Background: an optimization exercise with open tools, aiming at small area, a short achievable clock period and few clock cycles per item. Do not read the settings as production practice.
No activity file was given, so power comes from the tool's default toggle rates.

==> inputs of run C <==
==> flow/design.v <==
module pdcch_top #(parameter
  TOP_CONFIG_BIT_WIDTH=110,
  CONT_CONFIG_BIT_WIDTH=105,
  OP_DATA_WIDTH=8,
  FIFO_DEPTH=16,
  PTR_SIZE=$clog2(FIFO_DEPTH)
)(
  input                             clk,
  input                             reset,
  input  [TOP_CONFIG_BIT_WIDTH-1:0] s_axis_top_config_data,
  input                             s_axis_top_config_valid,
  output                            s_axis_top_config_ready,
  output [OP_DATA_WIDTH-1:0]        m_axis_top_data,
  output                            m_axis_top_valid,
  input                             m_axis_top_ready
);
  localparam [30:0] X1C = 31'h5e485840;   
  localparam [30:0] R0  = 31'h0099110e;   
  localparam [30:0] R1  = 31'h0132221c;   
  wire [109:0] din  = s_axis_top_config_data;
  wire         vin  = s_axis_top_config_valid;
  wire         mrdy = m_axis_top_ready;
  wire [8:0]  bwpsize  = din[109:101];
  wire [11:0] bwpstart = din[100:89];
  wire        c1       = (din[88:87] == 2'd1);
  wire [6:0]  slot     = din[86:80];
  wire [15:0] nid      = din[79:64];
  wire [3:0]  sym      = din[63:60];
  wire [12:0] doff     = din[57:45];
  function automatic [30:0] a1_2(input [30:0] s);
    a1_2 = {s[4]^s[1], s[3]^s[0], s[30:2]};
  endfunction
  function automatic [30:0] a2_2(input [30:0] s);
    a2_2 = {s[4]^s[3]^s[2]^s[1], s[3]^s[2]^s[1]^s[0], s[30:2]};
  endfunction
  function automatic [30:0] a1_16(input [30:0] s);
    integer m;
    reg [15:0] e;
    begin
      for (m = 0; m < 16; m = m + 1) e[m] = s[m] ^ s[m+3];
      a1_16 = {e, s[30:16]};
    end
  endfunction
  function automatic [30:0] a2_16(input [30:0] s);
    integer m;
    reg [15:0] e;
    begin
      for (m = 0; m < 16; m = m + 1) e[m] = s[m] ^ s[m+1] ^ s[m+2] ^ s[m+3];
      a2_16 = {e, s[30:16]};
    end
  endfunction
  localparam [2:0] WAIT=3'd0, MUL=3'd1, SKIP=3'd2, ACC=3'd3, EMIT=3'd4;
  reg [2:0]  ph;
  reg [30:0] x1, u;
  reg [13:0] acc;
  reg [12:0] sk;
  reg        fast, skz;             
  reg [16:0] cnt;
  reg        last;                  
  reg [3:0]  j;
  reg [1:0]  pst;
  reg        pcur;
  reg [1:0]  od, td;                
  reg        ov, tv;
  reg        rdy;
  wire p_ok     = (pst == 2'd3);
  wire gen      = ((ph == EMIT) || (ph == ACC && !cnt[16])) && !tv;
  wire load     = p_ok && ((ph == WAIT) || (ph == EMIT && !tv && last));
  wire [1:0] item = {x1[1] ^ (^(u & R1)), x1[0] ^ (^(u & R0))};
  wire cnt_hi0  = (cnt[16:4] == 13'd0);
  wire cnt_is1  = cnt_hi0 && (cnt[3:0] == 4'd1);
  wire cnt_is8  = cnt_hi0 && (cnt[3:0] == 4'd8);
  wire [16:0] cnt_dec = cnt - ((ph == SKIP && fast) ? 17'd8 : 17'd1);
  wire sk_is1   = (sk == 13'd1);
  wire sk_is8   = (sk == 13'd8);
  wire [12:0] sk_dec = fast ? sk - 13'd8 : sk - 13'd1;
  wire [10:0] a_val = {sk[10:4], 4'b0} - {3'b0, sk[10:4], 1'b0} + {7'b0, sk[3:0]} + 11'd1;
  wire [13:0] b_vec = {nid[12:0], 1'b1};    
  wire        bj    = b_vec[j];
  wire [13:0] acc_add = {acc[12:0], 1'b0} + {1'b0, sk};
  wire [11:0] six_b = {sk[8:0], 2'b00} + {1'b0, sk[8:0], 1'b0};   
  reg [12:0] sk_n;
  reg        sk_w;
  always @(*) begin
    sk_w = 1'b0;
    sk_n = sk;
    if (!pcur) begin
      if (vin) begin sk_w = 1'b1; sk_n = {2'b00, slot, sym}; end
    end else if (pst == 2'd1) begin
      sk_w = 1'b1; sk_n = {2'b00, a_val};
    end else if (pst == 2'd2 && j == 4'd0) begin
      sk_w = 1'b1; sk_n = {4'd0, bwpsize};
    end
    if (load) begin
      sk_w = 1'b1; sk_n = c1 ? {1'b0, bwpstart} : doff;
    end else if (ph == MUL) begin
      sk_w = 1'b1; sk_n = skz ? doff : sk - 13'd1;
    end else if (ph == SKIP && !skz) begin
      sk_w = 1'b1; sk_n = sk_dec;
    end
  end
  always @(posedge clk) begin
    if (sk_w) begin
      sk   <= sk_n;
      fast <= |sk_n[12:3];
      skz  <= (sk_n == 13'd0);
    end
  end
  always @(posedge clk) begin
    if (reset) begin
      ph   <= WAIT;
      pst  <= 2'd0;
      pcur <= 1'b0;
      ov   <= 1'b0;
      tv   <= 1'b0;
      rdy  <= 1'b0;
    end else begin
      rdy <= 1'b0;
      if (tv) begin
        if (mrdy) begin
          od <= td;
          tv <= 1'b0;
        end
      end else if (gen) begin
        if (!ov || mrdy) begin
          od <= item;
          ov <= 1'b1;
        end else begin
          td <= item;
          tv <= 1'b1;
        end
      end else if (mrdy)
        ov <= 1'b0;
      if (!pcur) begin
        if (vin) begin
          acc  <= 14'd0;
          pst  <= 2'd1;
          pcur <= 1'b1;
        end
      end else if (pst == 2'd1) begin
        j   <= 4'd13;
        pst <= 2'd2;
      end else if (pst == 2'd2) begin
        acc <= bj ? acc_add : {acc[12:0], 1'b0};
        j   <= j - 4'd1;
        if (j == 4'd0) pst <= 2'd3;
      end
      if (load) begin
        u  <= {acc, nid, 1'b0};
        x1 <= c1 ? {X1C[30:12], six_b} : X1C;
        if (c1) begin
          cnt  <= 17'd0;
          last <= 1'b1;
          ph   <= MUL;
        end else begin
          cnt  <= {5'd0, six_b};
          last <= (sk[8:0] == 9'd0);
          if (doff == 13'd0) begin
            ph  <= ACC;
            rdy <= 1'b1;
          end else
            ph <= SKIP;
        end
      end else begin
        case (ph)
          MUL: begin
            if (!skz)
              cnt[15:0] <= cnt[15:0] + {4'd0, x1[11:0]};
            else begin
              x1   <= X1C;
              last <= (cnt == 17'd0);
              ph   <= SKIP;
            end
          end
          SKIP: begin
            if (skz) begin
              ph  <= ACC;
              rdy <= 1'b1;
            end else begin
              if (fast) begin
                x1 <= a1_16(x1);
                u  <= a2_16(u);
              end else begin
                x1 <= a1_2(x1);
                u  <= a2_2(u);
              end
              cnt  <= cnt_dec;
              last <= fast ? cnt_is8 : cnt_is1;
              if (fast ? sk_is8 : sk_is1) begin
                ph  <= ACC;
                rdy <= 1'b1;
              end
            end
          end
          ACC, EMIT: begin
            if (ph == ACC) begin
              pcur <= 1'b0;
              pst  <= 2'd0;
            end
            if (ph == ACC && cnt[16])
              ph <= WAIT;
            else if (gen) begin
              x1   <= a1_2(x1);
              u    <= a2_2(u);
              cnt  <= cnt_dec;
              last <= cnt_is1;
              ph   <= last ? WAIT : EMIT;
            end else
              ph <= EMIT;
          end
          default: ;
        endcase
      end
    end
  end
  assign s_axis_top_config_ready = rdy;
  assign m_axis_top_valid = ov;
  assign m_axis_top_data  = {6'b000000, od};
endmodule
==> flow/run.sh <==
#!/bin/bash
# synth_recipe.tcl (not shown) runs the flow's synth.tcl, then flattens the netlist and writes it again
# the make line also repeats each setting of config.mk as NAME=value (left out here)
make -C /OpenROAD-flow-scripts/flow DESIGN_CONFIG=/design/flow/config.mk WORK_HOME=/design/flow/orfs CLKGATE_MAP_FILE= SYNTH_SCRIPT=/design/flow/synth_recipe.tcl finish
==> flow/config.mk <==
export PLATFORM = sky130hd
export DESIGN_NAME = pdcch_top
export DESIGN_NICKNAME = pdcch_top
export VERILOG_FILES = /design/flow/design.v
export SDC_FILE = /design/flow/constraint.sdc
export NUM_CORES = 4
export LEC_CHECK = 0
export ABC_CLOCK_PERIOD_IN_PS = 2500
export CAP_MARGIN = 20
export CORE_MARGIN = 2
export CORE_UTILIZATION = 40
export SETUP_SLACK_MARGIN = 5
export SLEW_MARGIN = 20
==> flow/constraint.sdc <==
create_clock -name core_clock -period 8.5 [get_ports {clk}]
set_input_delay 1.7000 -clock core_clock [delete_from_list [all_inputs] [get_ports {clk}]]
set_output_delay 1.7000 -clock core_clock [all_outputs]
set_load 0.01 [all_outputs]
==> run F (differences from run C) <==
==> flow/design.v, changed modules only <==
module pdcch_top #(parameter
  TOP_CONFIG_BIT_WIDTH=110,
  CONT_CONFIG_BIT_WIDTH=105,
  OP_DATA_WIDTH=8,
  FIFO_DEPTH=16,
  PTR_SIZE=$clog2(FIFO_DEPTH)
)(
  input                             clk,
  input                             reset,
  input  [TOP_CONFIG_BIT_WIDTH-1:0] s_axis_top_config_data,
  input                             s_axis_top_config_valid,
  output                            s_axis_top_config_ready,
  output [OP_DATA_WIDTH-1:0]        m_axis_top_data,
  output                            m_axis_top_valid,
  input                             m_axis_top_ready
);
  localparam [30:0] X1C = 31'h5e485840;   
  localparam [30:0] R0  = 31'h0099110e;   
  localparam [30:0] R1  = 31'h0132221c;   
  wire [109:0] din  = s_axis_top_config_data;
  wire         vin  = s_axis_top_config_valid;
  wire         mrdy = m_axis_top_ready;
  wire [8:0]  bwpsize  = din[109:101];
  wire [11:0] bwpstart = din[100:89];
  wire        c1       = (din[88:87] == 2'd1);
  wire [6:0]  slot     = din[86:80];
  wire [15:0] nid      = din[79:64];
  wire [3:0]  sym      = din[63:60];
  wire [12:0] doff     = din[57:45];
  function automatic [30:0] a1_2(input [30:0] s);
    a1_2 = {s[4]^s[1], s[3]^s[0], s[30:2]};
  endfunction
  function automatic [30:0] a2_2(input [30:0] s);
    a2_2 = {s[4]^s[3]^s[2]^s[1], s[3]^s[2]^s[1]^s[0], s[30:2]};
  endfunction
  function automatic [30:0] a1_16(input [30:0] s);
    integer m;
    reg [15:0] e;
    begin
      for (m = 0; m < 16; m = m + 1) e[m] = s[m] ^ s[m+3];
      a1_16 = {e, s[30:16]};
    end
  endfunction
  function automatic [30:0] a2_16(input [30:0] s);
    integer m;
    reg [15:0] e;
    begin
      for (m = 0; m < 16; m = m + 1) e[m] = s[m] ^ s[m+1] ^ s[m+2] ^ s[m+3];
      a2_16 = {e, s[30:16]};
    end
  endfunction
  reg        s_wait, s_mul, s_skip, s_acc, s_emit;
  reg [30:0] x1, u;
  reg [13:0] acc;
  reg [12:0] sk;
  reg        fast, skz;             
  reg [16:0] cnt;
  reg        last;                  
  reg [3:0]  j;
  reg        bjr;                   
  reg [1:0]  pst;
  reg        pcur;
  reg [1:0]  od, td;                
  reg        ov, tv;
  wire p_ok   = (pst == 2'd3);
  wire gen    = (s_emit || (s_acc && !cnt[16])) && !tv;
  wire load   = p_ok && (s_wait || (s_emit && !tv && last));
  wire sk_run = s_skip && !skz;
  wire [1:0] item = {x1[1] ^ (^(u & R1)), x1[0] ^ (^(u & R0))};
  wire cnt_hi0  = (cnt[16:4] == 13'd0);
  wire cnt_is1  = cnt_hi0 && (cnt[3:0] == 4'd1);
  wire cnt_is8  = cnt_hi0 && (cnt[3:0] == 4'd8);
  wire [16:0] cnt_op  = s_mul ? {5'd0, x1[11:0]} :
                        (s_skip && fast) ? 17'h1fff8 : 17'h1ffff;
  wire [16:0] cnt_sum = cnt + cnt_op;
  wire sk_is1   = (sk == 13'd1);
  wire sk_is8   = (sk == 13'd8);
  wire [12:0] sk_dec = sk - ((s_skip && fast) ? 13'd8 : 13'd1);
  wire skip_end = fast ? sk_is8 : sk_is1;
  wire [10:0] a_val = {sk[10:4], 4'b0} - {3'b0, sk[10:4], 1'b0} + {7'b0, sk[3:0]} + 11'd1;
  wire [13:0] bsh   = {nid[11:0], 1'b1, 1'b0};    
  wire [13:0] acc_add = {acc[12:0], 1'b0} + {1'b0, sk};
  wire [11:0] six_b = {sk[8:0], 2'b00} + {1'b0, sk[8:0], 1'b0};   
  reg [12:0] sk_n;
  reg        sk_w, fast_n, skz_n;
  always @(*) begin
    sk_w   = 1'b0;
    sk_n   = sk;
    fast_n = fast && (sk[12:3] != 10'd1);
    skz_n  = skip_end;
    if (!pcur) begin
      if (vin) begin sk_w = 1'b1; sk_n = {2'b00, slot, sym}; end
    end else if (pst == 2'd1) begin
      sk_w = 1'b1; sk_n = {2'b00, a_val};
    end else if (pst == 2'd2 && j == 4'd0) begin
      sk_w = 1'b1; sk_n = {4'd0, bwpsize};
    end
    if (load) begin
      sk_w   = 1'b1;
      sk_n   = c1 ? {1'b0, bwpstart} : doff;
      fast_n = |doff[12:3];
      skz_n  = c1 ? (bwpstart == 12'd0) : (doff == 13'd0);
    end else if (s_mul) begin
      sk_w   = 1'b1;
      sk_n   = skz ? doff : sk_dec;
      fast_n = |doff[12:3];
      skz_n  = skz ? (doff == 13'd0) : sk_is1;
    end else if (sk_run) begin
      sk_w   = 1'b1;
      sk_n   = sk_dec;
    end
  end
  always @(posedge clk) begin
    if (sk_w) begin
      sk   <= sk_n;
      fast <= fast_n;
      skz  <= skz_n;
    end
  end
  wire lfsr_en = load || sk_run || gen || (s_mul && skz);
  always @(posedge clk) begin
    if (lfsr_en) begin
      if (load) begin
        u  <= {acc, nid, 1'b0};
        x1 <= c1 ? {X1C[30:12], six_b} : X1C;
      end else if (s_mul) begin
        x1 <= X1C;
      end else if (s_skip && fast) begin
        x1 <= a1_16(x1);
        u  <= a2_16(u);
      end else begin
        x1 <= a1_2(x1);
        u  <= a2_2(u);
      end
    end
  end
  always @(posedge clk) begin
    if (load) begin
      cnt  <= c1 ? 17'd0 : {5'd0, six_b};
      last <= c1 || (sk[8:0] == 9'd0);
    end else if (s_mul) begin
      if (!skz) cnt <= {1'b0, cnt_sum[15:0]};
      else      last <= (cnt == 17'd0);
    end else if (sk_run || gen) begin
      cnt  <= cnt_sum;
      last <= (s_skip && fast) ? cnt_is8 : cnt_is1;
    end
  end
  always @(posedge clk) begin
    if (!pcur) begin
      acc <= 14'd0;
    end else if (pst == 2'd1) begin
      j   <= 4'd13;
      bjr <= nid[12];
    end else if (pst == 2'd2) begin
      acc <= bjr ? acc_add : {acc[12:0], 1'b0};
      j   <= j - 4'd1;
      bjr <= bsh[j];
    end
  end
  always @(posedge clk) begin
    if (reset) begin
      s_wait <= 1'b1;
      s_mul  <= 1'b0;
      s_skip <= 1'b0;
      s_acc  <= 1'b0;
      s_emit <= 1'b0;
      pst    <= 2'd0;
      pcur   <= 1'b0;
      ov     <= 1'b0;
      tv     <= 1'b0;
    end else begin
      if (tv) begin
        if (mrdy) begin
          od <= td;
          tv <= 1'b0;
        end
      end else if (gen) begin
        if (!ov || mrdy) begin
          od <= item;
          ov <= 1'b1;
        end else begin
          td <= item;
          tv <= 1'b1;
        end
      end else if (mrdy)
        ov <= 1'b0;
      if (!pcur) begin
        if (vin) begin
          pst  <= 2'd1;
          pcur <= 1'b1;
        end
      end else if (pst == 2'd1)
        pst <= 2'd2;
      else if (pst == 2'd2 && j == 4'd0)
        pst <= 2'd3;
      if (s_acc) begin
        pcur <= 1'b0;
        pst  <= 2'd0;
      end
      if (load) begin
        s_wait <= 1'b0;
        s_emit <= 1'b0;
        s_mul  <= c1;
        s_acc  <= !c1 && (doff == 13'd0);
        s_skip <= !c1 && (doff != 13'd0);
      end else if (s_mul) begin
        if (skz) begin
          s_mul  <= 1'b0;
          s_skip <= 1'b1;
        end
      end else if (s_skip) begin
        if (skz || skip_end) begin
          s_skip <= 1'b0;
          s_acc  <= 1'b1;
        end
      end else if (s_acc) begin
        s_acc <= 1'b0;
        if (cnt[16] || (gen && last)) s_wait <= 1'b1;
        else                          s_emit <= 1'b1;
      end else if (s_emit) begin
        if (gen && last) begin
          s_emit <= 1'b0;
          s_wait <= 1'b1;
        end
      end
    end
  end
  assign s_axis_top_config_ready = s_acc;
  assign m_axis_top_valid = ov;
  assign m_axis_top_data  = {6'b000000, od};
endmodule
==> flow/flow/run.sh (new file) <==
#!/bin/bash
# Standard layout, with the port buffers made of buf_4 cells instead of the
# default choice (a slow delay buffer).
set -euo pipefail
export BUFFER_PORTS_ARGS="-buffer_cell sky130_fd_sc_hd__buf_4"
bash standard.sh > standard_flow.log 2>&1
==> flow/standard.sh (new file) <==
#!/bin/bash
# synth_recipe.tcl (not shown) runs the flow's synth.tcl, then flattens the netlist and writes it again
# the make line also repeats each setting of config.mk as NAME=value (left out here)
make -C /OpenROAD-flow-scripts/flow DESIGN_CONFIG=/design/flow/config.mk WORK_HOME=/design/flow/orfs CLKGATE_MAP_FILE= SYNTH_SCRIPT=/design/flow/synth_recipe.tcl "${@:-finish}"
removed: flow/run.sh
==> run M (differences from run C) <==
--- a/flow/design.v
+++ b/flow/design.v
@@ -101,2 +101,15 @@
   end
+  reg fast_n, skz_n;
+  always @(*) begin
+    if (load) begin
+      fast_n = |doff[12:3];
+      skz_n  = c1 ? (bwpstart == 12'd0) : (doff == 13'd0);
+    end else if (ph == MUL) begin
+      fast_n = |doff[12:3];
+      skz_n  = skz ? (doff == 13'd0) : sk_is1;
+    end else begin
+      fast_n = fast && (sk[12:3] != 10'd1);
+      skz_n  = fast ? sk_is8 : sk_is1;
+    end
+  end
   always @(posedge clk) begin
@@ -104,4 +117,4 @@
       sk   <= sk_n;
-      fast <= |sk_n[12:3];
-      skz  <= (sk_n == 13'd0);
+      fast <= fast_n;
+      skz  <= skz_n;
     end
==> flow/flow/run.sh (new file) <==
#!/bin/bash
# Standard layout, with the port buffers made of buf_4 cells instead of the
# default choice (a slow delay buffer), and repair_timing aiming at a larger
# setup margin.
set -euo pipefail
export BUFFER_PORTS_ARGS="-buffer_cell sky130_fd_sc_hd__buf_4"
export SETUP_SLACK_MARGIN=6
bash standard.sh > standard_flow.log 2>&1
==> flow/standard.sh (new file) <==
#!/bin/bash
# synth_recipe.tcl (not shown) runs the flow's synth.tcl, then flattens the netlist and writes it again
# the make line also repeats each setting of config.mk as NAME=value (left out here)
make -C /OpenROAD-flow-scripts/flow DESIGN_CONFIG=/design/flow/config.mk WORK_HOME=/design/flow/orfs CLKGATE_MAP_FILE= SYNTH_SCRIPT=/design/flow/synth_recipe.tcl "${@:-finish}"
SETUP_SLACK_MARGIN = unset   (was 5)
removed: flow/run.sh
==> comparison table <==
| item | run C | run M | run F |
|---|---|---|---|
| Proportion of cell area spent on the clock network | 5.112% | 4.197% | 5.087% |
| Detail Route met3 WL | 1.896 mm | 2.536 mm | 1.504 mm |
| Outcome | timing/DRC/antenna clean | timing/DRC/antenna clean | timing/DRC/antenna clean |
| Area growth from synthesis to final layout | 22.49% | 33.83% | 15.36% |
| Hold worst-path end | ov | od[1] | acc[13] |
| Final WL | 31.82 mm | 34.16 mm | 27.15 mm |
| Flip-flop and latch count after synthesis | 126 | 126 | 128 |
| Clock group total power | 813 uW | 740 uW | 706 uW |
| Compound-Gate Fraction of Synth Area | 18.31% | 19.97% | 18.88% |
| Sum of buffers and inverters on the critical path | 1 | 2 | 1 |
| Distinct cell type count of the synthesized netlist | 74 | 77 | 75 |
| Max FO, Critical Path | 6 | 8 | 11 |
| Pre-Repair DR Iteration Count | 9 | 6 | 7 |
| Total number of cells along the worst setup path | 10 | 8 | 5 |
| Worst Clk Skew | 0.01100 ns | 0.01201 ns | 0.009048 ns |
| Cell area after synthesis | 10,290 um2 | 10,160 um2 | 9638 um2 |
| Overall fraction of global-route tracks in use | 24.11% | 24.83% | 21.22% |
| First-pass GRT wire length | 49.43 mm | 50.30 mm | 42.62 mm |
| Maximum number of pins on one net before global-route repair | 91 | 58 | 61 |
No functional check of the RTL was part of any run of this note.

==> separate check: timing with driven ports <==
How much do the figures lean on ideal ports? The routed layouts below were timed once more, with nothing changed but the port constraints.
Step 1 assumes that a clkbuf_16 drives the clock port and a buf_2 every other input.
Step 2 adds t to the input delays and takes it off the output delays; t is the mean of the earliest and latest rising clock arrival at the registers after step 1. Input paths then give back, and output paths get back, about the clock's delay inside the block.
Three values: ideal ports, drivers, drivers and shift; two values: the first two.
run	t, ns	setup slack, ns	worst setup path at the end	latest minus earliest clock arrival (ns)	cell pins on the clock port's net
run C	0.473	4.787 / 4.787 / 4.330	input to register	0.011 / 0.011	1
run F	0.472	5.105 / 5.127 / 4.660	input to register	0.009 / 0.009	1
run M	0.473	5.626 / 5.619 / 5.146	input to register	0.012 / 0.012	1
After both steps setup and hold are still met in every run listed. The setup slack of run M, which loses most, moves by -0.007 ns with the drivers and by -0.480 ns with both steps.
